What follows belongs to an exercise in optimizing a design on an open flow for small area, a short achievable clock period and few clock cycles per item; a production flow would make more cautious choices.
No functional check of the RTL was part of any run shown here.
Power and IR drop assume default switching activity.

--- flow/design.v ---
`timescale 1ns/1ps
module fc_layer #(
    parameter INPUT_SIZE  = 16,
    parameter OUTPUT_SIZE = 8,
    parameter DATA_WIDTH  = 8
)(
    input  logic                          clk,
    input  logic                          reset,
    input  logic                          start,
    output logic                          done,
    input  logic signed [INPUT_SIZE*DATA_WIDTH-1:0]  input_data_flat,
    input  logic signed [OUTPUT_SIZE*INPUT_SIZE*DATA_WIDTH-1:0] weights_flat,
    input  logic signed [OUTPUT_SIZE*DATA_WIDTH-1:0]            bias_flat,
    output logic signed [OUTPUT_SIZE*DATA_WIDTH-1:0] output_data_flat
);
    logic [3:0] st;
    logic       valid;    
    logic       first, last, en;
    assign first = st[0];
    assign last  = st[3];
    assign en    = !first || start;
    always_ff @(posedge clk or posedge reset) begin
        if (reset) begin
            st    <= 4'b0001;
            done  <= 1'b0;
            valid <= 1'b0;
        end else begin
            if (en) st <= {st[2:0], st[3]};
            done <= last;
            if (last) valid <= 1'b1;
        end
    end
    logic [15:0] sgn, neg, one, two;
    logic [15:0] sgnn, onen, twon, nz;
    logic [15:0] db1, db0;
    logic [2:0]  dig_q [16];
    always_ff @(posedge clk) begin
        for (int j = 0; j < 16; j++)
            dig_q[j] <= ({3{st[0]}} & input_data_flat[8*j+1 +: 3]) |
                        ({3{st[1]}} & input_data_flat[8*j+3 +: 3]) |
                        ({3{st[2]}} & input_data_flat[8*j+5 +: 3]);
    end
    always_comb begin
        for (int j = 0; j < 16; j++) begin
            logic b2, b1, b0;
            b2 = first ? input_data_flat[8*j+1] : dig_q[j][2];
            b1 = first ? input_data_flat[8*j+0] : dig_q[j][1];
            b0 = !first & dig_q[j][0];
            sgn[j] = b2;
            db1[j] = b1;
            db0[j] = b0;
            two[j] = (b2 & !b1 & !b0) | (!b2 & b1 & b0);
            neg[j] = b2 & !(b1 & b0);
            sgnn[j] = !sgn[j];
            twon[j] = !two[j];
            nz[j]   = !((b2 & b1 & b0) | (!b2 & !b1 & !b0));
        end
    end
    for (genvar j = 0; j < 16; j++) begin : g_enc
        fc_xnor u_onen (.a(db1[j]), .b(db0[j]), .y(onen[j]));
    end
    assign one = ~onen;
    logic [4:0] e;
    fc_popcount u_pc (.n(neg), .e(e));
    localparam logic [15:0] K0 = 16'hB000;
    logic [13:0] s_q  [OUTPUT_SIZE];
    logic [13:0] c_q  [OUTPUT_SIZE];
    logic [7:0]  lo_q [OUTPUT_SIZE];
    for (genvar i = 0; i < OUTPUT_SIZE; i++) begin : g_out
        logic [143:0] pp;
        logic [15:0]  as_, ac_;
        logic [15:2]  so, co;
        logic [1:0]   r;
        always_comb begin
            as_ = first ? {{8{bias_flat[8*i+7]}}, bias_flat[8*i +: 8]} : {2'b00, s_q[i]};
            ac_ = first ? K0 : {2'b00, c_q[i]};
        end
        for (genvar j = 0; j < 16; j++) begin : g_row
            logic [7:0] wnn;
            assign wnn = ~(weights_flat[8*(16*i+j) +: 8] ^ {8{sgn[j]}});
            fc_sel u_s0 (.a1(onen[j]), .a2(wnn[0]), .b1(twon[j]), .b2(sgnn[j]), .y(pp[9*j]));
            for (genvar t = 1; t < 8; t++) begin : g_bit
                fc_sel u_s (.a1(onen[j]), .a2(wnn[t]), .b1(twon[j]), .b2(wnn[t-1]), .y(pp[9*j+t]));
            end
            fc_nb u_s8 (.a(wnn[7]), .b(nz[j]), .y(pp[9*j+8]));   
        end
        fc_csa u_csa (.pp(pp), .as_(as_), .ac_(ac_), .e(e), .r(r), .so(so), .co(co));
        always_ff @(posedge clk) begin
            if (en) begin
                s_q[i][7:0] <= so[9:2];
                c_q[i][7:0] <= co[9:2];
                lo_q[i]     <= {r, lo_q[i][7:2]};
            end
            s_q[i][13:8] <= so[15:10];
            c_q[i][13:8] <= co[15:10];
        end
        logic [7:0]  hi;
        logic [15:0] acc;
        assign hi  = s_q[i][7:0] + c_q[i][7:0];
        assign acc = {hi, lo_q[i]};
        always_comb begin
            if (!valid)
                output_data_flat[8*i +: 8] = 8'h00;
            else if (!acc[15] && acc[14:7] != 8'h00)
                output_data_flat[8*i +: 8] = 8'h7f;
            else if (acc[15] && acc[14:7] != 8'hff)
                output_data_flat[8*i +: 8] = 8'h80;
            else
                output_data_flat[8*i +: 8] = acc[7:0];
        end
    end
endmodule
module fc_sel (
    input  logic a1, a2, b1, b2,
    output logic y
);
    assign y = !((a1 | a2) & (b1 | b2));
endmodule
module fc_xnor (
    input  logic a, b,
    output logic y
);
    assign y = !(a ^ b);
endmodule
module fc_nb (
    input  logic a, b,
    output logic y
);
    assign y = !(!a & b);
endmodule
module fc_popcount (
  input  logic [15:0] n,
  output logic [4:0]  e
);
  wire ps1, pc2;
  fc_fa u_ps1 (.a(n[0]), .b(n[1]), .c(n[2]), .s(ps1), .co(pc2));
  wire ps3, pc4;
  fc_fa u_ps3 (.a(n[3]), .b(n[4]), .c(n[5]), .s(ps3), .co(pc4));
  wire ps5, pc6;
  fc_fa u_ps5 (.a(n[6]), .b(n[7]), .c(n[8]), .s(ps5), .co(pc6));
  wire ps7, pc8;
  fc_fa u_ps7 (.a(n[9]), .b(n[10]), .c(n[11]), .s(ps7), .co(pc8));
  wire ps9, pc10;
  fc_fa u_ps9 (.a(n[12]), .b(n[13]), .c(n[14]), .s(ps9), .co(pc10));
  wire ps11, pc12;
  fc_fa u_ps11 (.a(n[15]), .b(ps1), .c(ps3), .s(ps11), .co(pc12));
  wire ps13, pc14;
  fc_fa u_ps13 (.a(ps5), .b(ps7), .c(ps9), .s(ps13), .co(pc14));
  wire ps15, pc16;
  fc_ha u_ps15 (.a(ps11), .b(ps13), .s(ps15), .co(pc16));
  wire ps17, pc18;
  fc_fa u_ps17 (.a(pc2), .b(pc4), .c(pc6), .s(ps17), .co(pc18));
  wire ps19, pc20;
  fc_fa u_ps19 (.a(pc8), .b(pc10), .c(pc12), .s(ps19), .co(pc20));
  wire ps21, pc22;
  fc_fa u_ps21 (.a(pc14), .b(ps17), .c(pc16), .s(ps21), .co(pc22));
  wire ps23, pc24;
  fc_ha u_ps23 (.a(ps19), .b(ps21), .s(ps23), .co(pc24));
  wire ps25, pc26;
  fc_fa u_ps25 (.a(pc18), .b(pc20), .c(pc22), .s(ps25), .co(pc26));
  wire ps27, pc28;
  fc_ha u_ps27 (.a(pc24), .b(ps25), .s(ps27), .co(pc28));
  wire ps29, pc30;
  fc_ha u_ps29 (.a(pc26), .b(pc28), .s(ps29), .co(pc30));
  assign e[0] = ps15;
  assign e[1] = ps23;
  assign e[2] = ps27;
  assign e[3] = ps29;
  assign e[4] = pc30;
endmodule
module fc_csa (
  input  logic [143:0] pp,
  input  logic [15:0]  as_,
  input  logic [15:0]  ac_,
  input  logic [4:0]   e,
  output logic [1:0]   r,
  output logic [15:2]  so,
  output logic [15:2]  co
);
  wire ts1, tc2;
  fc_fa u_ts1 (.a(as_[0]), .b(ac_[0]), .c(pp[0]), .s(ts1), .co(tc2));
  wire ts3, tc4;
  fc_fa u_ts3 (.a(pp[9]), .b(pp[18]), .c(pp[27]), .s(ts3), .co(tc4));
  wire ts5, tc6;
  fc_fa u_ts5 (.a(pp[36]), .b(pp[45]), .c(pp[54]), .s(ts5), .co(tc6));
  wire ts7, tc8;
  fc_fa u_ts7 (.a(pp[63]), .b(pp[72]), .c(pp[81]), .s(ts7), .co(tc8));
  wire ts9, tc10;
  fc_fa u_ts9 (.a(pp[90]), .b(pp[99]), .c(pp[108]), .s(ts9), .co(tc10));
  wire ts11, tc12;
  fc_fa u_ts11 (.a(pp[117]), .b(pp[126]), .c(pp[135]), .s(ts11), .co(tc12));
  wire ts13, tc14;
  fc_fa u_ts13 (.a(ts1), .b(ts3), .c(ts5), .s(ts13), .co(tc14));
  wire ts15, tc16;
  fc_fa u_ts15 (.a(ts7), .b(ts9), .c(ts11), .s(ts15), .co(tc16));
  wire ts17, tc18;
  fc_fa u_ts17 (.a(ts13), .b(ts15), .c(e[0]), .s(ts17), .co(tc18));
  wire ts19, tc20;
  fc_fa u_ts19 (.a(as_[1]), .b(ac_[1]), .c(pp[1]), .s(ts19), .co(tc20));
  wire ts21, tc22;
  fc_fa u_ts21 (.a(pp[10]), .b(pp[19]), .c(pp[28]), .s(ts21), .co(tc22));
  wire ts23, tc24;
  fc_fa u_ts23 (.a(pp[37]), .b(pp[46]), .c(pp[55]), .s(ts23), .co(tc24));
  wire ts25, tc26;
  fc_fa u_ts25 (.a(pp[64]), .b(pp[73]), .c(pp[82]), .s(ts25), .co(tc26));
  wire ts27, tc28;
  fc_fa u_ts27 (.a(pp[91]), .b(pp[100]), .c(pp[109]), .s(ts27), .co(tc28));
  wire ts29, tc30;
  fc_fa u_ts29 (.a(pp[118]), .b(pp[127]), .c(pp[136]), .s(ts29), .co(tc30));
  wire ts31, tc32;
  fc_fa u_ts31 (.a(tc2), .b(tc4), .c(tc6), .s(ts31), .co(tc32));
  wire ts33, tc34;
  fc_fa u_ts33 (.a(tc8), .b(tc10), .c(tc12), .s(ts33), .co(tc34));
  wire ts35, tc36;
  fc_fa u_ts35 (.a(ts19), .b(ts21), .c(ts23), .s(ts35), .co(tc36));
  wire ts37, tc38;
  fc_fa u_ts37 (.a(ts25), .b(ts27), .c(ts29), .s(ts37), .co(tc38));
  wire ts39, tc40;
  fc_fa u_ts39 (.a(tc14), .b(tc16), .c(ts31), .s(ts39), .co(tc40));
  wire ts41, tc42;
  fc_fa u_ts41 (.a(ts33), .b(ts35), .c(ts37), .s(ts41), .co(tc42));
  wire ts43, tc44;
  fc_fa u_ts43 (.a(ts39), .b(ts41), .c(tc18), .s(ts43), .co(tc44));
  wire ts45, tc46;
  fc_ha u_ts45 (.a(e[1]), .b(ts43), .s(ts45), .co(tc46));
  wire ts47, tc48;
  fc_fa u_ts47 (.a(as_[2]), .b(ac_[2]), .c(pp[2]), .s(ts47), .co(tc48));
  wire ts49, tc50;
  fc_fa u_ts49 (.a(pp[11]), .b(pp[20]), .c(pp[29]), .s(ts49), .co(tc50));
  wire ts51, tc52;
  fc_fa u_ts51 (.a(pp[38]), .b(pp[47]), .c(pp[56]), .s(ts51), .co(tc52));
  wire ts53, tc54;
  fc_fa u_ts53 (.a(pp[65]), .b(pp[74]), .c(pp[83]), .s(ts53), .co(tc54));
  wire ts55, tc56;
  fc_fa u_ts55 (.a(pp[92]), .b(pp[101]), .c(pp[110]), .s(ts55), .co(tc56));
  wire ts57, tc58;
  fc_fa u_ts57 (.a(pp[119]), .b(pp[128]), .c(pp[137]), .s(ts57), .co(tc58));
  wire ts59, tc60;
  fc_fa u_ts59 (.a(tc20), .b(tc22), .c(tc24), .s(ts59), .co(tc60));
  wire ts61, tc62;
  fc_fa u_ts61 (.a(tc26), .b(tc28), .c(tc30), .s(ts61), .co(tc62));
  wire ts63, tc64;
  fc_fa u_ts63 (.a(ts47), .b(ts49), .c(ts51), .s(ts63), .co(tc64));
  wire ts65, tc66;
  fc_fa u_ts65 (.a(ts53), .b(ts55), .c(ts57), .s(ts65), .co(tc66));
  wire ts67, tc68;
  fc_fa u_ts67 (.a(tc32), .b(tc34), .c(tc36), .s(ts67), .co(tc68));
  wire ts69, tc70;
  fc_fa u_ts69 (.a(tc38), .b(ts59), .c(ts61), .s(ts69), .co(tc70));
  wire ts71, tc72;
  fc_fa u_ts71 (.a(ts63), .b(ts65), .c(tc40), .s(ts71), .co(tc72));
  wire ts73, tc74;
  fc_fa u_ts73 (.a(tc42), .b(ts67), .c(ts69), .s(ts73), .co(tc74));
  wire ts75, tc76;
  fc_fa u_ts75 (.a(ts71), .b(ts73), .c(tc44), .s(ts75), .co(tc76));
  wire ts77, tc78;
  fc_ha u_ts77 (.a(e[2]), .b(tc46), .s(ts77), .co(tc78));
  wire ts79, tc80;
  fc_fa u_ts79 (.a(as_[3]), .b(ac_[3]), .c(pp[3]), .s(ts79), .co(tc80));
  wire ts81, tc82;
  fc_fa u_ts81 (.a(pp[12]), .b(pp[21]), .c(pp[30]), .s(ts81), .co(tc82));
  wire ts83, tc84;
  fc_fa u_ts83 (.a(pp[39]), .b(pp[48]), .c(pp[57]), .s(ts83), .co(tc84));
  wire ts85, tc86;
  fc_fa u_ts85 (.a(pp[66]), .b(pp[75]), .c(pp[84]), .s(ts85), .co(tc86));
  wire ts87, tc88;
  fc_fa u_ts87 (.a(pp[93]), .b(pp[102]), .c(pp[111]), .s(ts87), .co(tc88));
  wire ts89, tc90;
  fc_fa u_ts89 (.a(pp[120]), .b(pp[129]), .c(pp[138]), .s(ts89), .co(tc90));
  wire ts91, tc92;
  fc_fa u_ts91 (.a(tc48), .b(tc50), .c(tc52), .s(ts91), .co(tc92));
  wire ts93, tc94;
  fc_fa u_ts93 (.a(tc54), .b(tc56), .c(tc58), .s(ts93), .co(tc94));
  wire ts95, tc96;
  fc_fa u_ts95 (.a(ts79), .b(ts81), .c(ts83), .s(ts95), .co(tc96));
  wire ts97, tc98;
  fc_fa u_ts97 (.a(ts85), .b(ts87), .c(ts89), .s(ts97), .co(tc98));
  wire ts99, tc100;
  fc_fa u_ts99 (.a(tc60), .b(tc62), .c(tc64), .s(ts99), .co(tc100));
  wire ts101, tc102;
  fc_fa u_ts101 (.a(tc66), .b(ts91), .c(ts93), .s(ts101), .co(tc102));
  wire ts103, tc104;
  fc_fa u_ts103 (.a(ts95), .b(ts97), .c(tc68), .s(ts103), .co(tc104));
  wire ts105, tc106;
  fc_fa u_ts105 (.a(tc70), .b(ts99), .c(ts101), .s(ts105), .co(tc106));
  wire ts107, tc108;
  fc_fa u_ts107 (.a(tc72), .b(tc74), .c(ts103), .s(ts107), .co(tc108));
  wire ts109, tc110;
  fc_fa u_ts109 (.a(ts105), .b(ts107), .c(tc76), .s(ts109), .co(tc110));
  wire ts111, tc112;
  fc_ha u_ts111 (.a(e[3]), .b(tc78), .s(ts111), .co(tc112));
  wire ts113, tc114;
  fc_fa u_ts113 (.a(as_[4]), .b(ac_[4]), .c(pp[4]), .s(ts113), .co(tc114));
  wire ts115, tc116;
  fc_fa u_ts115 (.a(pp[13]), .b(pp[22]), .c(pp[31]), .s(ts115), .co(tc116));
  wire ts117, tc118;
  fc_fa u_ts117 (.a(pp[40]), .b(pp[49]), .c(pp[58]), .s(ts117), .co(tc118));
  wire ts119, tc120;
  fc_fa u_ts119 (.a(pp[67]), .b(pp[76]), .c(pp[85]), .s(ts119), .co(tc120));
  wire ts121, tc122;
  fc_fa u_ts121 (.a(pp[94]), .b(pp[103]), .c(pp[112]), .s(ts121), .co(tc122));
  wire ts123, tc124;
  fc_fa u_ts123 (.a(pp[121]), .b(pp[130]), .c(pp[139]), .s(ts123), .co(tc124));
  wire ts125, tc126;
  fc_fa u_ts125 (.a(tc80), .b(tc82), .c(tc84), .s(ts125), .co(tc126));
  wire ts127, tc128;
  fc_fa u_ts127 (.a(tc86), .b(tc88), .c(tc90), .s(ts127), .co(tc128));
  wire ts129, tc130;
  fc_fa u_ts129 (.a(ts113), .b(ts115), .c(ts117), .s(ts129), .co(tc130));
  wire ts131, tc132;
  fc_fa u_ts131 (.a(ts119), .b(ts121), .c(ts123), .s(ts131), .co(tc132));
  wire ts133, tc134;
  fc_fa u_ts133 (.a(tc92), .b(tc94), .c(tc96), .s(ts133), .co(tc134));
  wire ts135, tc136;
  fc_fa u_ts135 (.a(tc98), .b(ts125), .c(ts127), .s(ts135), .co(tc136));
  wire ts137, tc138;
  fc_fa u_ts137 (.a(ts129), .b(ts131), .c(tc100), .s(ts137), .co(tc138));
  wire ts139, tc140;
  fc_fa u_ts139 (.a(tc102), .b(ts133), .c(ts135), .s(ts139), .co(tc140));
  wire ts141, tc142;
  fc_fa u_ts141 (.a(tc104), .b(tc106), .c(ts137), .s(ts141), .co(tc142));
  wire ts143, tc144;
  fc_fa u_ts143 (.a(ts139), .b(tc108), .c(ts141), .s(ts143), .co(tc144));
  wire ts145, tc146;
  fc_fa u_ts145 (.a(e[4]), .b(ts143), .c(tc110), .s(ts145), .co(tc146));
  wire ts147, tc148;
  fc_fa u_ts147 (.a(as_[5]), .b(ac_[5]), .c(pp[5]), .s(ts147), .co(tc148));
  wire ts149, tc150;
  fc_fa u_ts149 (.a(pp[14]), .b(pp[23]), .c(pp[32]), .s(ts149), .co(tc150));
  wire ts151, tc152;
  fc_fa u_ts151 (.a(pp[41]), .b(pp[50]), .c(pp[59]), .s(ts151), .co(tc152));
  wire ts153, tc154;
  fc_fa u_ts153 (.a(pp[68]), .b(pp[77]), .c(pp[86]), .s(ts153), .co(tc154));
  wire ts155, tc156;
  fc_fa u_ts155 (.a(pp[95]), .b(pp[104]), .c(pp[113]), .s(ts155), .co(tc156));
  wire ts157, tc158;
  fc_fa u_ts157 (.a(pp[122]), .b(pp[131]), .c(pp[140]), .s(ts157), .co(tc158));
  wire ts159, tc160;
  fc_fa u_ts159 (.a(tc114), .b(tc116), .c(tc118), .s(ts159), .co(tc160));
  wire ts161, tc162;
  fc_fa u_ts161 (.a(tc120), .b(tc122), .c(tc124), .s(ts161), .co(tc162));
  wire ts163, tc164;
  fc_fa u_ts163 (.a(ts147), .b(ts149), .c(ts151), .s(ts163), .co(tc164));
  wire ts165, tc166;
  fc_fa u_ts165 (.a(ts153), .b(ts155), .c(ts157), .s(ts165), .co(tc166));
  wire ts167, tc168;
  fc_fa u_ts167 (.a(tc126), .b(tc128), .c(tc130), .s(ts167), .co(tc168));
  wire ts169, tc170;
  fc_fa u_ts169 (.a(tc132), .b(ts159), .c(ts161), .s(ts169), .co(tc170));
  wire ts171, tc172;
  fc_fa u_ts171 (.a(ts163), .b(ts165), .c(tc134), .s(ts171), .co(tc172));
  wire ts173, tc174;
  fc_fa u_ts173 (.a(tc136), .b(ts167), .c(ts169), .s(ts173), .co(tc174));
  wire ts175, tc176;
  fc_fa u_ts175 (.a(tc138), .b(tc140), .c(ts171), .s(ts175), .co(tc176));
  wire ts177, tc178;
  fc_fa u_ts177 (.a(ts173), .b(tc142), .c(ts175), .s(ts177), .co(tc178));
  wire ts179, tc180;
  fc_ha u_ts179 (.a(tc144), .b(ts177), .s(ts179), .co(tc180));
  wire ts181, tc182;
  fc_fa u_ts181 (.a(as_[6]), .b(ac_[6]), .c(pp[6]), .s(ts181), .co(tc182));
  wire ts183, tc184;
  fc_fa u_ts183 (.a(pp[15]), .b(pp[24]), .c(pp[33]), .s(ts183), .co(tc184));
  wire ts185, tc186;
  fc_fa u_ts185 (.a(pp[42]), .b(pp[51]), .c(pp[60]), .s(ts185), .co(tc186));
  wire ts187, tc188;
  fc_fa u_ts187 (.a(pp[69]), .b(pp[78]), .c(pp[87]), .s(ts187), .co(tc188));
  wire ts189, tc190;
  fc_fa u_ts189 (.a(pp[96]), .b(pp[105]), .c(pp[114]), .s(ts189), .co(tc190));
  wire ts191, tc192;
  fc_fa u_ts191 (.a(pp[123]), .b(pp[132]), .c(pp[141]), .s(ts191), .co(tc192));
  wire ts193, tc194;
  fc_fa u_ts193 (.a(tc148), .b(tc150), .c(tc152), .s(ts193), .co(tc194));
  wire ts195, tc196;
  fc_fa u_ts195 (.a(tc154), .b(tc156), .c(tc158), .s(ts195), .co(tc196));
  wire ts197, tc198;
  fc_fa u_ts197 (.a(ts181), .b(ts183), .c(ts185), .s(ts197), .co(tc198));
  wire ts199, tc200;
  fc_fa u_ts199 (.a(ts187), .b(ts189), .c(ts191), .s(ts199), .co(tc200));
  wire ts201, tc202;
  fc_fa u_ts201 (.a(tc160), .b(tc162), .c(tc164), .s(ts201), .co(tc202));
  wire ts203, tc204;
  fc_fa u_ts203 (.a(tc166), .b(ts193), .c(ts195), .s(ts203), .co(tc204));
  wire ts205, tc206;
  fc_fa u_ts205 (.a(ts197), .b(ts199), .c(tc168), .s(ts205), .co(tc206));
  wire ts207, tc208;
  fc_fa u_ts207 (.a(tc170), .b(ts201), .c(ts203), .s(ts207), .co(tc208));
  wire ts209, tc210;
  fc_fa u_ts209 (.a(tc172), .b(tc174), .c(ts205), .s(ts209), .co(tc210));
  wire ts211, tc212;
  fc_fa u_ts211 (.a(ts207), .b(tc176), .c(ts209), .s(ts211), .co(tc212));
  wire ts213, tc214;
  fc_ha u_ts213 (.a(tc178), .b(ts211), .s(ts213), .co(tc214));
  wire ts215, tc216;
  fc_fa u_ts215 (.a(as_[7]), .b(ac_[7]), .c(pp[7]), .s(ts215), .co(tc216));
  wire ts217, tc218;
  fc_fa u_ts217 (.a(pp[16]), .b(pp[25]), .c(pp[34]), .s(ts217), .co(tc218));
  wire ts219, tc220;
  fc_fa u_ts219 (.a(pp[43]), .b(pp[52]), .c(pp[61]), .s(ts219), .co(tc220));
  wire ts221, tc222;
  fc_fa u_ts221 (.a(pp[70]), .b(pp[79]), .c(pp[88]), .s(ts221), .co(tc222));
  wire ts223, tc224;
  fc_fa u_ts223 (.a(pp[97]), .b(pp[106]), .c(pp[115]), .s(ts223), .co(tc224));
  wire ts225, tc226;
  fc_fa u_ts225 (.a(pp[124]), .b(pp[133]), .c(pp[142]), .s(ts225), .co(tc226));
  wire ts227, tc228;
  fc_fa u_ts227 (.a(tc182), .b(tc184), .c(tc186), .s(ts227), .co(tc228));
  wire ts229, tc230;
  fc_fa u_ts229 (.a(tc188), .b(tc190), .c(tc192), .s(ts229), .co(tc230));
  wire ts231, tc232;
  fc_fa u_ts231 (.a(ts215), .b(ts217), .c(ts219), .s(ts231), .co(tc232));
  wire ts233, tc234;
  fc_fa u_ts233 (.a(ts221), .b(ts223), .c(ts225), .s(ts233), .co(tc234));
  wire ts235, tc236;
  fc_fa u_ts235 (.a(tc194), .b(tc196), .c(tc198), .s(ts235), .co(tc236));
  wire ts237, tc238;
  fc_fa u_ts237 (.a(tc200), .b(ts227), .c(ts229), .s(ts237), .co(tc238));
  wire ts239, tc240;
  fc_fa u_ts239 (.a(ts231), .b(ts233), .c(tc202), .s(ts239), .co(tc240));
  wire ts241, tc242;
  fc_fa u_ts241 (.a(tc204), .b(ts235), .c(ts237), .s(ts241), .co(tc242));
  wire ts243, tc244;
  fc_fa u_ts243 (.a(tc206), .b(tc208), .c(ts239), .s(ts243), .co(tc244));
  wire ts245, tc246;
  fc_fa u_ts245 (.a(ts241), .b(tc210), .c(ts243), .s(ts245), .co(tc246));
  wire ts247, tc248;
  fc_ha u_ts247 (.a(tc212), .b(ts245), .s(ts247), .co(tc248));
  wire ts249, tc250;
  fc_fa u_ts249 (.a(as_[8]), .b(ac_[8]), .c(pp[8]), .s(ts249), .co(tc250));
  wire ts251, tc252;
  fc_fa u_ts251 (.a(pp[17]), .b(pp[26]), .c(pp[35]), .s(ts251), .co(tc252));
  wire ts253, tc254;
  fc_fa u_ts253 (.a(pp[44]), .b(pp[53]), .c(pp[62]), .s(ts253), .co(tc254));
  wire ts255, tc256;
  fc_fa u_ts255 (.a(pp[71]), .b(pp[80]), .c(pp[89]), .s(ts255), .co(tc256));
  wire ts257, tc258;
  fc_fa u_ts257 (.a(pp[98]), .b(pp[107]), .c(pp[116]), .s(ts257), .co(tc258));
  wire ts259, tc260;
  fc_fa u_ts259 (.a(pp[125]), .b(pp[134]), .c(pp[143]), .s(ts259), .co(tc260));
  wire ts261, tc262;
  fc_fa u_ts261 (.a(tc216), .b(tc218), .c(tc220), .s(ts261), .co(tc262));
  wire ts263, tc264;
  fc_fa u_ts263 (.a(tc222), .b(tc224), .c(tc226), .s(ts263), .co(tc264));
  wire ts265, tc266;
  fc_fa u_ts265 (.a(ts249), .b(ts251), .c(ts253), .s(ts265), .co(tc266));
  wire ts267, tc268;
  fc_fa u_ts267 (.a(ts255), .b(ts257), .c(ts259), .s(ts267), .co(tc268));
  wire ts269, tc270;
  fc_fa u_ts269 (.a(tc228), .b(tc230), .c(tc232), .s(ts269), .co(tc270));
  wire ts271, tc272;
  fc_fa u_ts271 (.a(tc234), .b(ts261), .c(ts263), .s(ts271), .co(tc272));
  wire ts273, tc274;
  fc_fa u_ts273 (.a(ts265), .b(ts267), .c(tc236), .s(ts273), .co(tc274));
  wire ts275, tc276;
  fc_fa u_ts275 (.a(tc238), .b(ts269), .c(ts271), .s(ts275), .co(tc276));
  wire ts277, tc278;
  fc_fa u_ts277 (.a(tc240), .b(tc242), .c(ts273), .s(ts277), .co(tc278));
  wire ts279, tc280;
  fc_fa u_ts279 (.a(ts275), .b(tc244), .c(ts277), .s(ts279), .co(tc280));
  wire ts281, tc282;
  fc_ha u_ts281 (.a(tc246), .b(ts279), .s(ts281), .co(tc282));
  wire ts283, tc284;
  fc_fa u_ts283 (.a(as_[9]), .b(ac_[9]), .c(tc250), .s(ts283), .co(tc284));
  wire ts285, tc286;
  fc_fa u_ts285 (.a(tc252), .b(tc254), .c(tc256), .s(ts285), .co(tc286));
  wire ts287, tc288;
  fc_fa u_ts287 (.a(tc258), .b(tc260), .c(tc262), .s(ts287), .co(tc288));
  wire ts289, tc290;
  fc_fa u_ts289 (.a(tc264), .b(tc266), .c(tc268), .s(ts289), .co(tc290));
  wire ts291, tc292;
  fc_fa u_ts291 (.a(ts283), .b(ts285), .c(tc270), .s(ts291), .co(tc292));
  wire ts293, tc294;
  fc_fa u_ts293 (.a(tc272), .b(ts287), .c(ts289), .s(ts293), .co(tc294));
  wire ts295, tc296;
  fc_fa u_ts295 (.a(tc274), .b(tc276), .c(ts291), .s(ts295), .co(tc296));
  wire ts297, tc298;
  fc_fa u_ts297 (.a(ts293), .b(tc278), .c(ts295), .s(ts297), .co(tc298));
  wire ts299, tc300;
  fc_ha u_ts299 (.a(tc280), .b(ts297), .s(ts299), .co(tc300));
  wire ts301, tc302;
  fc_fa u_ts301 (.a(as_[10]), .b(ac_[10]), .c(tc284), .s(ts301), .co(tc302));
  wire ts303, tc304;
  fc_fa u_ts303 (.a(tc286), .b(tc288), .c(tc290), .s(ts303), .co(tc304));
  wire ts305, tc306;
  fc_fa u_ts305 (.a(ts301), .b(tc292), .c(tc294), .s(ts305), .co(tc306));
  wire ts307, tc308;
  fc_fa u_ts307 (.a(ts303), .b(tc296), .c(ts305), .s(ts307), .co(tc308));
  wire ts309, tc310;
  fc_ha u_ts309 (.a(tc298), .b(ts307), .s(ts309), .co(tc310));
  wire ts311, tc312;
  fc_fa u_ts311 (.a(as_[11]), .b(ac_[11]), .c(tc302), .s(ts311), .co(tc312));
  wire ts313, tc314;
  fc_fa u_ts313 (.a(tc304), .b(ts311), .c(tc306), .s(ts313), .co(tc314));
  wire ts315, tc316;
  fc_ha u_ts315 (.a(tc308), .b(ts313), .s(ts315), .co(tc316));
  wire ts317, tc318;
  fc_fa u_ts317 (.a(as_[12]), .b(ac_[12]), .c(tc312), .s(ts317), .co(tc318));
  wire ts319, tc320;
  fc_ha u_ts319 (.a(ts317), .b(tc314), .s(ts319), .co(tc320));
  wire ts321, tc322;
  fc_fa u_ts321 (.a(as_[13]), .b(ac_[13]), .c(tc318), .s(ts321), .co(tc322));
  wire ts323, tc324;
  fc_ha u_ts323 (.a(as_[14]), .b(ac_[14]), .s(ts323), .co(tc324));
  wire ts325, tc326;
  fc_ha u_ts325 (.a(as_[15]), .b(ac_[15]), .s(ts325), .co(tc326));
  assign r[0] = ts17;
  assign r[1] = ts45;
  assign so[2] = ts75;
  assign co[2] = ts77;
  assign so[3] = ts109;
  assign co[3] = ts111;
  assign so[4] = tc112;
  assign co[4] = ts145;
  assign so[5] = tc146;
  assign co[5] = ts179;
  assign so[6] = tc180;
  assign co[6] = ts213;
  assign so[7] = tc214;
  assign co[7] = ts247;
  assign so[8] = tc248;
  assign co[8] = ts281;
  assign so[9] = tc282;
  assign co[9] = ts299;
  assign so[10] = tc300;
  assign co[10] = ts309;
  assign so[11] = tc310;
  assign co[11] = ts315;
  assign so[12] = tc316;
  assign co[12] = ts319;
  assign so[13] = tc320;
  assign co[13] = ts321;
  assign so[14] = tc322;
  assign co[14] = ts323;
  assign so[15] = tc324;
  assign co[15] = ts325;
endmodule
module fc_fa (
  input  logic a, b, c,
  output logic s, co
);
  assign s  = a ^ b ^ c;
  assign co = (a & b) | (a & c) | (b & c);
endmodule
module fc_ha (
  input  logic a, b,
  output logic s, co
);
  assign s  = a ^ b;
  assign co = a & b;
endmodule
--- flow/flow/run.sh ---
#!/bin/bash
# The standard layout, except that the ports are buffered with sky130_fd_sc_hd__buf_1
# rather than the delay buffer buffer_ports picks by itself.
set -euo pipefail
bash standard.sh "BUFFER_PORTS_ARGS=-buffer_cell sky130_fd_sc_hd__buf_1" finish > run_make.log 2>&1
--- flow/standard.sh ---
#!/bin/bash
# synth_recipe.tcl (not shown) runs the flow's synth.tcl, then flattens the netlist and writes it again
# the make line also repeats each setting of config.mk as NAME=value (left out here)
make -C /OpenROAD-flow-scripts/flow DESIGN_CONFIG=/design/flow/config.mk WORK_HOME=/design/flow/orfs CLKGATE_MAP_FILE= SYNTH_SCRIPT=/design/flow/synth_recipe.tcl "${@:-finish}"
--- flow/config.mk ---
export PLATFORM = sky130hd
export DESIGN_NAME = fc_layer
export DESIGN_NICKNAME = fc_layer
export VERILOG_FILES = /design/flow/design.v
export SDC_FILE = /design/flow/constraint.sdc
export NUM_CORES = 4
export LEC_CHECK = 0
export CAP_MARGIN = 20
export CORE_AREA = 5 5 435 435
export DIE_AREA = 0 0 440 440
export SETUP_SLACK_MARGIN = 3
export SLEW_MARGIN = 20
export SYNTH_HIERARCHICAL = 1
export SYNTH_MINIMUM_KEEP_SIZE = 0
--- flow/constraint.sdc ---
create_clock -name core_clock -period 10.0 [get_ports {clk}]
set_input_delay 2.0000 -clock core_clock [delete_from_list [all_inputs] [get_ports {clk}]]
set_output_delay 2.0000 -clock core_clock [all_outputs]
set_load 0.01 [all_outputs]
==> flow_summary.yaml, run 1 <==
run_status:
  status: "complete, no violations"
detailed_routing:
  drc: 0
  route.final.wire_length_mm: 350
  drt_iter0_markers: 6757
  viasPerCell: 6.09
  vias: 53991
  firstDrtPassIters: 6
  postRouteAntennaNets: 0
  routedWlPerCell_um: 39.5
job:
  maxCapViolCount: 0
timing:
  finClkSkew_ps: 36.7
  period_needed_ps: 6970
  final.setup.tns_ps: 0
  hold_viol: 0
  holdWs_ps: 421
  tightest_slew_ps: 1260
  min_period_over_period_pct: 69.7
  finalSetupViolCount: 0
  slew_violations: 0
  slew_headroom_pct: 15.5
  rsz0062_at_grt: "yes"
  fmax_mhz: 143
hold_path:
  hold_class: "reg -> reg"
placement:
  hpwlAfterDp_mm: 278
  gp_congestion: 1.03
  dp_cells: 8701
  io_buffers: 1283
critical_path:
  worstSetupPathType: "in -> reg"
  critPathArrivalTime_ps: 7390
  worstPathMaxFanout: 25
  start_kind: "input port"
  crit_required_ps: 10420
  endpoint_kind: "flip-flop"
synth:
  synth-seq-area-share_pct: 14.6
  yosysUniqueCellTypes: 57
  avgSynthCellArea_sq_um: 11.5
  ys.flop_type: "edfxtp_1"
  netlist_area_sq_mm: 0.0604
  synth_warnings: 11
  synth_edf_count: 192
  ys_ff_latch: 342
  synth_top_area_share_pct: 40.4
  synth_area_leaders: "fa_1, xor2_1, o22ai_1"
  syn-instance-count: 5242
  synth_top_area_cell: "fa_1"
  synthArstFlopShare_pct: 1.75
clock_tree:
  ctsHoldBuffers: 0
  clk_path_buf_depth: 3
  clkLatencyLatePin_ps: 680
  htreeDepth: 2
  cts_tree: "built"
  clk_pin_slew_worst_paths_ps: 60
  cts-root-buf: "clkbuf_16"
  cts_buffers: 51
  cts.sinks: 342
global_route:
  antenna_found_initial: 89
  grt_pass1_vias: 56697
  grt_max_degree: 90
  grt_pass1_wl_mm: 461
  grt.total_usage_pct: 34.8
  grt-ovfl-total: 0
pwr:
  ir_drop_mv: 0.154
  report.power.total_mw: 7.46
  power.density_mw_per_mm2: 107
  p_leak_nw: 28.2
die:
  die_height_um: 440
  dieArea_sq_mm: 0.194
  rows: 157
  start_util_pct: 32.9
  design.portCount: 1284
  die_x_um: 440
  core_area_sq_mm: 0.183
final_layout:
  syn_to_final_growth_pct: 15.5
  nets: 8908
  layout_commonest_cell: "buf_1"
  final_cells: 8870
  finish.utilization_pct: 38.0
  layout_common_cells: "buf_1, fa_1, xor2_1, o22ai_1, edfxtp_1"
  drive_gt1_share_pct: 6.81
[state kept, by name, indices dropped and copies added (netlist names)]
name   flops
s_q      112
dig_q     48
c_q      112
valid      1
done       1
st         4
lo_q      64
[final timing paths]
kind	startpoint	end	slack, ps	depth (start not counted)
worst min register to register	st[3]	done	420	0
min in group asynchronous	reset	st[2]	1240	2
worst max-delay path	input_data_flat[49]	c_q[5][2]	3030	13
worst max register to register	st[0]	c_q[5][2]	3060	13
max in group asynchronous	reset	st[0]	8470	2
worst min-delay path	st[3]	done	420	0
[metrics by stage]
stage / cell area (sq um) / worst slack, ps
after floorplan: 60800 / 2910
after global placement: 67500 / 2010
after detailed placement: 67600 / 2000
after CTS: 69400 / 3030
after global routing: 69700 / 2960
final: 69800 / 3030
[Yosys stat by module, one instance, submodules excluded]
module / flip-flops and latches / cells / copies in the design / cell area [sq um]
fc_csa: 0 / 30 / 8 / 225
fc_fa: 0 / 1 / 1211 / 20.0
fc_ha: 0 / 1 / 108 / 12.5
fc_layer: 342 / 2510 / 1 / 25600
fc_nb: 0 / 1 / 128 / 6.26
fc_popcount: 0 / 5 / 1 / 37.5
fc_sel: 0 / 1 / 1024 / 6.26
fc_xnor: 0 / 1 / 16 / 8.76
[layer usage]
| metal | vias to the layer above | GRT usage, % | part of all wire (%) |
|---|---|---|---|
| met1 | 27887 | 42.1 | 36 |
| met5 | - | 0 | 0.048 |
| li1 | 20649 | - | - |
| met3 | 1136 | 10.7 | 11 |
| met4 | 20 | 23.2 | 8.2 |
| met2 | 4299 | 53.6 | 45 |
[cells in the mapped netlist, types with 3 or more instances]
master,number
o21ai_1,7
mux2_2,74
fa_1,1219
dfrtp_1,5
a31oi_2,7
mux2i_1,5
a211oi_2,13
nor2_1,66
edfxtp_1,192
o21bai_1,7
buf_4,269
nor3_1,11
buf_1,3
nand3_1,9
and4_1,5
xnor2_1,29
nand4_1,8
clkbuf_1,30
a222oi_1,32
o32ai_4,5
nand2b_1,135
o21a_1,50
nand2_1,106
nor2b_1,113
ha_1,164
and2_1,7
nor4_1,3
a21o_1,11
a21oi_1,53
mux2i_2,11
or4_1,5
o31ai_4,10
o21ai_0,87
or2_2,17
dfxtp_1,144
xor2_1,1062
buf_2,106
a22oi_1,16
o22ai_1,1024
inv_1,98
a31o_2,3
[critical path, stage by stage]
cell,delay [ps]
buf_1,120
mux2i_4,280
buf_4,440
buf_4,560
xor2_1,460
o22ai_1,180
fa_1,480
fa_1,410
fa_1,450
fa_1,570
fa_1,440
fa_1,520
fa_1,410
[power by group]
part	internal, mW	total (mW)	switching, mW
clock network	1.10	1.92	0.825
logic	1.42	3.34	1.91
registers	1.99	2.21	0.216
total	4.51	7.46	2.95
[cell type report]
type	count	area (sq um)
diodes	58	145
clock buffers	69	1550
clock inverters	26	190
fillers	18362	114000
inverters	99	372
multi-input cells	4402	49500
flip-flops and latches	342	8810
well taps	2464	3080
repair buffers	1410	6170
[cells by family (layout without fill, tap and decap cells)]
kind of cell / Yosys count / count (layout) / synth area share, %
compound gates: 1336 / 1336 / 14.7
xor+xnor: 1091 / 1091 / 15.8
fa+ha+maj: 1383 / 1383 / 43.8
buf+inv: 507 / 1604 / 5.04
flops: 342 / 342 / 14.6
mux: 92 / 92 / 1.75
other cells: 1 / 66 / 0.00621
simple gates: 490 / 492 / 4.37
[timing repair]
action                     4_1_cts  5_1_grt
setup buffers                    8        3
resized for setup                3       24
cloned                           0        2
setup endpoints to repair       40       22
pin swaps                        0        4
==> run 2: changes to the inputs <==
--- a/flow/design.v
+++ b/flow/design.v
@@ -32,34 +32,25 @@
     end
     logic [15:0] sgn, neg, one, two;
     logic [15:0] sgnn, onen, twon, nz;
-    logic [15:0] db1, db0;
-    logic [2:0]  dig_q [16];
-    always_ff @(posedge clk) begin
-        for (int j = 0; j < 16; j++)
-            dig_q[j] <= ({3{st[0]}} & input_data_flat[8*j+1 +: 3]) |
-                        ({3{st[1]}} & input_data_flat[8*j+3 +: 3]) |
-                        ({3{st[2]}} & input_data_flat[8*j+5 +: 3]);
-    end
     always_comb begin
         for (int j = 0; j < 16; j++) begin
             logic b2, b1, b0;
-            b2 = first ? input_data_flat[8*j+1] : dig_q[j][2];
-            b1 = first ? input_data_flat[8*j+0] : dig_q[j][1];
-            b0 = !first & dig_q[j][0];
+            b2 = (st[0] & input_data_flat[8*j+1]) | (st[1] & input_data_flat[8*j+3]) |
+                 (st[2] & input_data_flat[8*j+5]) | (st[3] & input_data_flat[8*j+7]);
+            b1 = (st[0] & input_data_flat[8*j+0]) | (st[1] & input_data_flat[8*j+2]) |
+                 (st[2] & input_data_flat[8*j+4]) | (st[3] & input_data_flat[8*j+6]);
+            b0 = (st[1] & input_data_flat[8*j+1]) | (st[2] & input_data_flat[8*j+3]) |
+                 (st[3] & input_data_flat[8*j+5]);
             sgn[j] = b2;
-            db1[j] = b1;
-            db0[j] = b0;
+            one[j] = b1 ^ b0;
             two[j] = (b2 & !b1 & !b0) | (!b2 & b1 & b0);
             neg[j] = b2 & !(b1 & b0);
             sgnn[j] = !sgn[j];
+            onen[j] = !one[j];
             twon[j] = !two[j];
-            nz[j]   = !((b2 & b1 & b0) | (!b2 & !b1 & !b0));
+            nz[j]   = one[j] | two[j];
         end
     end
-    for (genvar j = 0; j < 16; j++) begin : g_enc
-        fc_xnor u_onen (.a(db1[j]), .b(db0[j]), .y(onen[j]));
-    end
-    assign one = ~onen;
     logic [4:0] e;
     fc_popcount u_pc (.n(neg), .e(e));
     localparam logic [15:0] K0 = 16'hB000;
@@ -82,7 +73,7 @@
             for (genvar t = 1; t < 8; t++) begin : g_bit
                 fc_sel u_s (.a1(onen[j]), .a2(wnn[t]), .b1(twon[j]), .b2(wnn[t-1]), .y(pp[9*j+t]));
             end
-            fc_nb u_s8 (.a(wnn[7]), .b(nz[j]), .y(pp[9*j+8]));   
+            assign pp[9*j+8] = ~(nz[j] & ~wnn[7]);   
         end
         fc_csa u_csa (.pp(pp), .as_(as_), .ac_(ac_), .e(e), .r(r), .so(so), .co(co));
         always_ff @(posedge clk) begin
@@ -116,18 +107,6 @@
 );
     assign y = !((a1 | a2) & (b1 | b2));
 endmodule
-module fc_xnor (
-    input  logic a, b,
-    output logic y
-);
-    assign y = !(a ^ b);
-endmodule
-module fc_nb (
-    input  logic a, b,
-    output logic y
-);
-    assign y = !(!a & b);
-endmodule
 module fc_popcount (
   input  logic [15:0] n,
   output logic [4:0]  e
@@ -151,9 +130,9 @@
   wire ps17, pc18;
   fc_fa u_ps17 (.a(pc2), .b(pc4), .c(pc6), .s(ps17), .co(pc18));
   wire ps19, pc20;
-  fc_fa u_ps19 (.a(pc8), .b(pc10), .c(pc12), .s(ps19), .co(pc20));
+  fc_fa u_ps19 (.a(pc8), .b(pc10), .c(ps17), .s(ps19), .co(pc20));
   wire ps21, pc22;
-  fc_fa u_ps21 (.a(pc14), .b(ps17), .c(pc16), .s(ps21), .co(pc22));
+  fc_fa u_ps21 (.a(pc12), .b(pc14), .c(pc16), .s(ps21), .co(pc22));
   wire ps23, pc24;
   fc_ha u_ps23 (.a(ps19), .b(ps21), .s(ps23), .co(pc24));
   wire ps25, pc26;
@@ -190,11 +169,11 @@
   wire ts11, tc12;
   fc_fa u_ts11 (.a(pp[117]), .b(pp[126]), .c(pp[135]), .s(ts11), .co(tc12));
   wire ts13, tc14;
-  fc_fa u_ts13 (.a(ts1), .b(ts3), .c(ts5), .s(ts13), .co(tc14));
+  fc_fa u_ts13 (.a(e[0]), .b(ts1), .c(ts3), .s(ts13), .co(tc14));
   wire ts15, tc16;
-  fc_fa u_ts15 (.a(ts7), .b(ts9), .c(ts11), .s(ts15), .co(tc16));
+  fc_fa u_ts15 (.a(ts5), .b(ts7), .c(ts9), .s(ts15), .co(tc16));
   wire ts17, tc18;
-  fc_fa u_ts17 (.a(ts13), .b(ts15), .c(e[0]), .s(ts17), .co(tc18));
+  fc_fa u_ts17 (.a(ts11), .b(ts13), .c(ts15), .s(ts17), .co(tc18));
   wire ts19, tc20;
   fc_fa u_ts19 (.a(as_[1]), .b(ac_[1]), .c(pp[1]), .s(ts19), .co(tc20));
   wire ts21, tc22;
@@ -216,13 +195,13 @@
   wire ts37, tc38;
   fc_fa u_ts37 (.a(ts25), .b(ts27), .c(ts29), .s(ts37), .co(tc38));
   wire ts39, tc40;
-  fc_fa u_ts39 (.a(tc14), .b(tc16), .c(ts31), .s(ts39), .co(tc40));
+  fc_fa u_ts39 (.a(e[1]), .b(tc14), .c(tc16), .s(ts39), .co(tc40));
   wire ts41, tc42;
-  fc_fa u_ts41 (.a(ts33), .b(ts35), .c(ts37), .s(ts41), .co(tc42));
+  fc_fa u_ts41 (.a(ts31), .b(ts33), .c(ts35), .s(ts41), .co(tc42));
   wire ts43, tc44;
-  fc_fa u_ts43 (.a(ts39), .b(ts41), .c(tc18), .s(ts43), .co(tc44));
+  fc_fa u_ts43 (.a(ts37), .b(tc18), .c(ts39), .s(ts43), .co(tc44));
   wire ts45, tc46;
-  fc_ha u_ts45 (.a(e[1]), .b(ts43), .s(ts45), .co(tc46));
+  fc_ha u_ts45 (.a(ts41), .b(ts43), .s(ts45), .co(tc46));
   wire ts47, tc48;
   fc_fa u_ts47 (.a(as_[2]), .b(ac_[2]), .c(pp[2]), .s(ts47), .co(tc48));
   wire ts49, tc50;
@@ -248,13 +227,13 @@
   wire ts69, tc70;
   fc_fa u_ts69 (.a(tc38), .b(ts59), .c(ts61), .s(ts69), .co(tc70));
   wire ts71, tc72;
-  fc_fa u_ts71 (.a(ts63), .b(ts65), .c(tc40), .s(ts71), .co(tc72));
+  fc_fa u_ts71 (.a(ts63), .b(ts65), .c(e[2]), .s(ts71), .co(tc72));
   wire ts73, tc74;
-  fc_fa u_ts73 (.a(tc42), .b(ts67), .c(ts69), .s(ts73), .co(tc74));
+  fc_fa u_ts73 (.a(tc40), .b(tc42), .c(ts67), .s(ts73), .co(tc74));
   wire ts75, tc76;
-  fc_fa u_ts75 (.a(ts71), .b(ts73), .c(tc44), .s(ts75), .co(tc76));
+  fc_fa u_ts75 (.a(ts69), .b(ts71), .c(tc44), .s(ts75), .co(tc76));
   wire ts77, tc78;
-  fc_ha u_ts77 (.a(e[2]), .b(tc46), .s(ts77), .co(tc78));
+  fc_ha u_ts77 (.a(ts73), .b(tc46), .s(ts77), .co(tc78));
   wire ts79, tc80;
   fc_fa u_ts79 (.a(as_[3]), .b(ac_[3]), .c(pp[3]), .s(ts79), .co(tc80));
   wire ts81, tc82;
@@ -284,11 +263,11 @@
   wire ts105, tc106;
   fc_fa u_ts105 (.a(tc70), .b(ts99), .c(ts101), .s(ts105), .co(tc106));
   wire ts107, tc108;
-  fc_fa u_ts107 (.a(tc72), .b(tc74), .c(ts103), .s(ts107), .co(tc108));
+  fc_fa u_ts107 (.a(e[3]), .b(tc72), .c(tc74), .s(ts107), .co(tc108));
   wire ts109, tc110;
-  fc_fa u_ts109 (.a(ts105), .b(ts107), .c(tc76), .s(ts109), .co(tc110));
+  fc_fa u_ts109 (.a(ts103), .b(ts105), .c(tc76), .s(ts109), .co(tc110));
   wire ts111, tc112;
-  fc_ha u_ts111 (.a(e[3]), .b(tc78), .s(ts111), .co(tc112));
+  fc_ha u_ts111 (.a(ts107), .b(tc78), .s(ts111), .co(tc112));
   wire ts113, tc114;
   fc_fa u_ts113 (.a(as_[4]), .b(ac_[4]), .c(pp[4]), .s(ts113), .co(tc114));
   wire ts115, tc116;
@@ -318,11 +297,11 @@
   wire ts139, tc140;
   fc_fa u_ts139 (.a(tc102), .b(ts133), .c(ts135), .s(ts139), .co(tc140));
   wire ts141, tc142;
-  fc_fa u_ts141 (.a(tc104), .b(tc106), .c(ts137), .s(ts141), .co(tc142));
+  fc_fa u_ts141 (.a(e[4]), .b(tc104), .c(tc106), .s(ts141), .co(tc142));
   wire ts143, tc144;
-  fc_fa u_ts143 (.a(ts139), .b(tc108), .c(ts141), .s(ts143), .co(tc144));
+  fc_fa u_ts143 (.a(ts137), .b(ts139), .c(tc108), .s(ts143), .co(tc144));
   wire ts145, tc146;
-  fc_fa u_ts145 (.a(e[4]), .b(ts143), .c(tc110), .s(ts145), .co(tc146));
+  fc_fa u_ts145 (.a(ts141), .b(tc112), .c(tc110), .s(ts145), .co(tc146));
   wire ts147, tc148;
   fc_fa u_ts147 (.a(as_[5]), .b(ac_[5]), .c(pp[5]), .s(ts147), .co(tc148));
   wire ts149, tc150;
@@ -509,7 +488,7 @@
   assign co[2] = ts77;
   assign so[3] = ts109;
   assign co[3] = ts111;
-  assign so[4] = tc112;
+  assign so[4] = ts143;
   assign co[4] = ts145;
   assign so[5] = tc146;
   assign co[5] = ts179;
==> run 2 against run 1 <==
Clock skew grew 24 ps; largest power group unchanged; synthesized area shrank 2.1%; register-to-register slack worse by 20 ps; largest cell class unchanged; utilization decreased by 0.20 points; sequential power is 8% lower; flip-flop and latch count down 48; non-clock buffer count up 79.
==> flow_summary.yaml, run 2 <==
timing:
  min_period_over_period_pct: 70.5
  slew_violations: 0
  tightest_slew_ps: 1290
  finalSetupViolCount: 0
  setup_ws_ps: 2950
  period_needed_ps: 7050
  finClkSkew_ps: 60.7
  slew_headroom_pct: 13.8
  rsz0062_at_grt: "yes"
  hold_viol: 0
  final.setup.tns_ps: 0
  fmax_mhz: 142
critical_path:
  crit_required_ps: 10440
  critPathArrivalTime_ps: 7490
  endpoint_kind: "flip-flop"
  rr_endpoint: "c_q[0][5]"
  reg2reg_depth: 14
  start_kind: "input port"
  worstPathMaxFanout: 34
  rrSetupSlack_ps: 3040
  worstSetupPathType: "in -> reg"
  rr_startpoint: "st[2]"
synth:
  netlist_area_sq_mm: 0.0592
  synth_top_area_cell: "fa_1"
  synth_warnings: 10
  ys.flop_type: "edfxtp_1"
  synth-seq-area-share_pct: 13.2
  ys_ff_latch: 294
  avgSynthCellArea_sq_um: 11.5
  yosysUniqueCellTypes: 61
  synthArstFlopShare_pct: 2.04
  synth_edf_count: 192
  synth_common_cells: "fa_1, xnor2_1, o22ai_1, buf_4, edfxtp_1"
  synth_top_area_share_pct: 41.2
  synth_most_common_cell: "fa_1"
  syn-instance-count: 5155
  synth_area_leaders: "fa_1, xnor2_1, o22ai_1"
placement:
  gp_congestion: 1.03
  postPlaceCellArea_sq_mm: 0.0659
  hpwlAfterDp_mm: 313
  post-place-ws_ps: 1330
  io_buffers: 1283
die:
  die_height_um: 440
  rows: 157
  core_area_sq_mm: 0.183
  dieArea_sq_mm: 0.194
  design.portCount: 1284
  start_util_pct: 32.2
  die_x_um: 440
final_layout:
  seqCellArea_sq_mm: 0.00786
  multiInputGateArea_sq_mm: 0.0493
  layout_commonest_cell: "buf_1"
  nets: 8922
  top_regs: "c_q (112), s_q (112), lo_q (64)"
  fin_area_sq_mm: 0.0694
  drive_gt1_share_pct: 9.18
  layout_common_cells: "buf_1, fa_1, o22ai_1, xnor2_1, edfxtp_1"
  syn_to_final_growth_pct: 17.3
  fillers: 18512
clock_tree:
  cts_buffers: 45
  clk_pin_slew_worst_paths_ps: 60
  clkLatencyLatePin_ps: 700
  cts-root-buf: "clkbuf_16"
  cts_tree: "built"
  clk_path_buf_depth: 3
  htreeDepth: 2
  cts.sinks: 294
job:
  maxCapViolCount: 0
hold_path:
  worst_hold_path.endpoint: "lo_q[6][1]"
  hold_start: "lo_q[6][3]"
  hold_class: "reg -> reg"
  hold_depth: 0
global_route:
  grt_max_degree: 110
  grt_pass1_wl_mm: 518
  grt_pass1_vias: 57669
  grt-ovfl-total: 0
  antenna_found_initial: 66
  grt.total_usage_pct: 40.2
detailed_routing:
  firstDrtPassIters: 6
  route.final.wire_length_mm: 403
  postRouteAntennaNets: 0
  vias: 54762
  drt_iter0_markers: 6257
  routedWlPerCell_um: 45.5
  drc: 0
  viasPerCell: 6.18
pwr:
  power_switching_mw: 2.90
  power_frac_comb_pct: 47.3
  p_seq_share_pct: 28.3
  power.density_mw_per_mm2: 103
  p_int_mw: 4.25
  ir_drop_mv: 0.133
  pwr-share-clk_pct: 24.3
  p_sw_share_pct: 40.5
  p_leak_nw: 26.7
run_status:
  status: "complete, no violations"
==> run 2: how the worst max path moves through the flow <==
| stage | endpoint | from | slack (ps) | cells after the start |
|---|---|---|---|---|
| after floorplan | c_q[0][3] | input_data_flat[61] | 2890 | 14 |
| after global placement | c_q[5][8] | input_data_flat[101] | 1380 | 16 |
| after detailed placement | c_q[5][8] | input_data_flat[97] | 1330 | 16 |
| after CTS | c_q[3][3] | input_data_flat[61] | 2980 | 16 |
| after global routing | c_q[0][5] | input_data_flat[109] | 2960 | 16 |
| final | c_q[0][5] | input_data_flat[93] | 2950 | 14 |
==> run 2: per-module statistics from Yosys (local to each module, per instance) <==
module	copies in the design	area, sq um
fc_csa	8	225
fc_fa	1211	20.0
fc_ha	108	12.5
fc_layer	1	25300
fc_popcount	1	37.5
fc_sel	1024	6.26
==> run 2: area by class of cell <==
cell class,count,area share [%]
Multi-Input combinational cell,4370,70.9
Sequential cell,294,11.3
Timing Repair Buffer,1489,10.1
Tap cell,2464,4.44
Clock buffer,68,2.05
Inverter,100,0.721
Antenna cell,59,0.213
Clock inverter,15,0.177
Timing Repair inverter,4,0.0433
==> run 2: cells by family after synthesis <==
| group | Yosys count | synth area share (%) |
|---|---|---|
| AO/OA/AOI/OAI | 1339 | 14.8 |
| XOR/XNOR | 1075 | 16.0 |
| adder cells (fa/ha/maj) | 1399 | 45.1 |
| buffers and inverters | 508 | 5.46 |
| flip-flops | 294 | 13.2 |
| multiplexers | 60 | 1.14 |
| other | 1 | 0.00634 |
| AND/OR/NAND/NOR | 479 | 4.32 |
==> run 2: metrics by stage <==
stage	utilization, %	power (mW)	hold WS [ps]	std cells
floorplan	-	5.05	349	5162
global placement	35.9	5.28	431	8623
detailed placement	35.9	5.38	433	8623
CTS	37.4	7.16	447	8775
global route	37.8	7.66	454	8836
finish	37.8	7.16	448	8863
==> run 2: routing by layer <==
layer / wire length [um] / GRT usage, %
met5: 112 / 0
met1: 145000 / 47.9
met4: 39300 / 32.1
met2: 175000 / 60.0
met3: 43800 / 12.6
==> run 2: worst max-delay path, stage by stage <==
cell and delay, ps:
buf_1 290, a22oi_1 200, nand2_4 160, buf_8 390
buf_12 360, xnor2_1 340, o22ai_1 260, fa_1 570
fa_1 480, fa_1 480, fa_1 510, fa_1 550
fa_1 460, ha_1 290
==> run 2: power groups by stage <==
stage | clock network [mW] | registers (mW) | logic (mW)
2_1_floorplan | 0 | 1.93 | 3.12
3_3_place_gp | 0 | 2.03 | 3.24
3_5_place_dp | 0 | 2.04 | 3.34
4_1_cts | 1.77 | 2.02 | 3.38
5_1_grt | 1.80 | 2.05 | 3.81
6_report | 1.74 | 2.03 | 3.39
==> run 2: repair_timing <==
action,CTS,global route
endpoints found under the hold margin,0,0
gates resized for setup,107,91
buffers inserted,53,27
hold buffers,0,0
cloned,16,2
endpoints found under the setup margin,191,113
pin swaps,25,12

[separate check: timing with driven ports]
In the flow no input, the clock included, has a driving cell. The finished layouts below were timed again as built, in two steps. Step 1 (the two cells are an assumption about what drives the block):
set clk [get_ports {clk}]
set_driving_cell -lib_cell sky130_fd_sc_hd__clkbuf_16 $clk
set_driving_cell -lib_cell sky130_fd_sc_hd__buf_2 [delete_from_list [all_inputs] $clk]
Step 2, shift: input delay + t, output delay - t, t = (earliest + latest rising clock arrival at the registers) / 2. This alone moves slack from input paths to output paths. Slacks: ideal ports / drivers / drivers and shift; pairs: ideal ports / drivers.
run | shift t [ns] | setup WS [ns] | worst hold slack (ns) | worst slew at a driven data input, ns
run 1 | 0.751 | 3.031 / 3.056 / 2.337 | 0.421 / 0.421 / 0.421 | 0.42
run 2 | 0.762 | 2.946 / 2.951 / 2.189 | 0.448 / 0.448 / 0.448 | 0.28
After both steps every run listed still meets setup and hold. The setup slack of run 2, which loses most, moves by +0.005 ns with the drivers and by -0.757 ns with both steps.
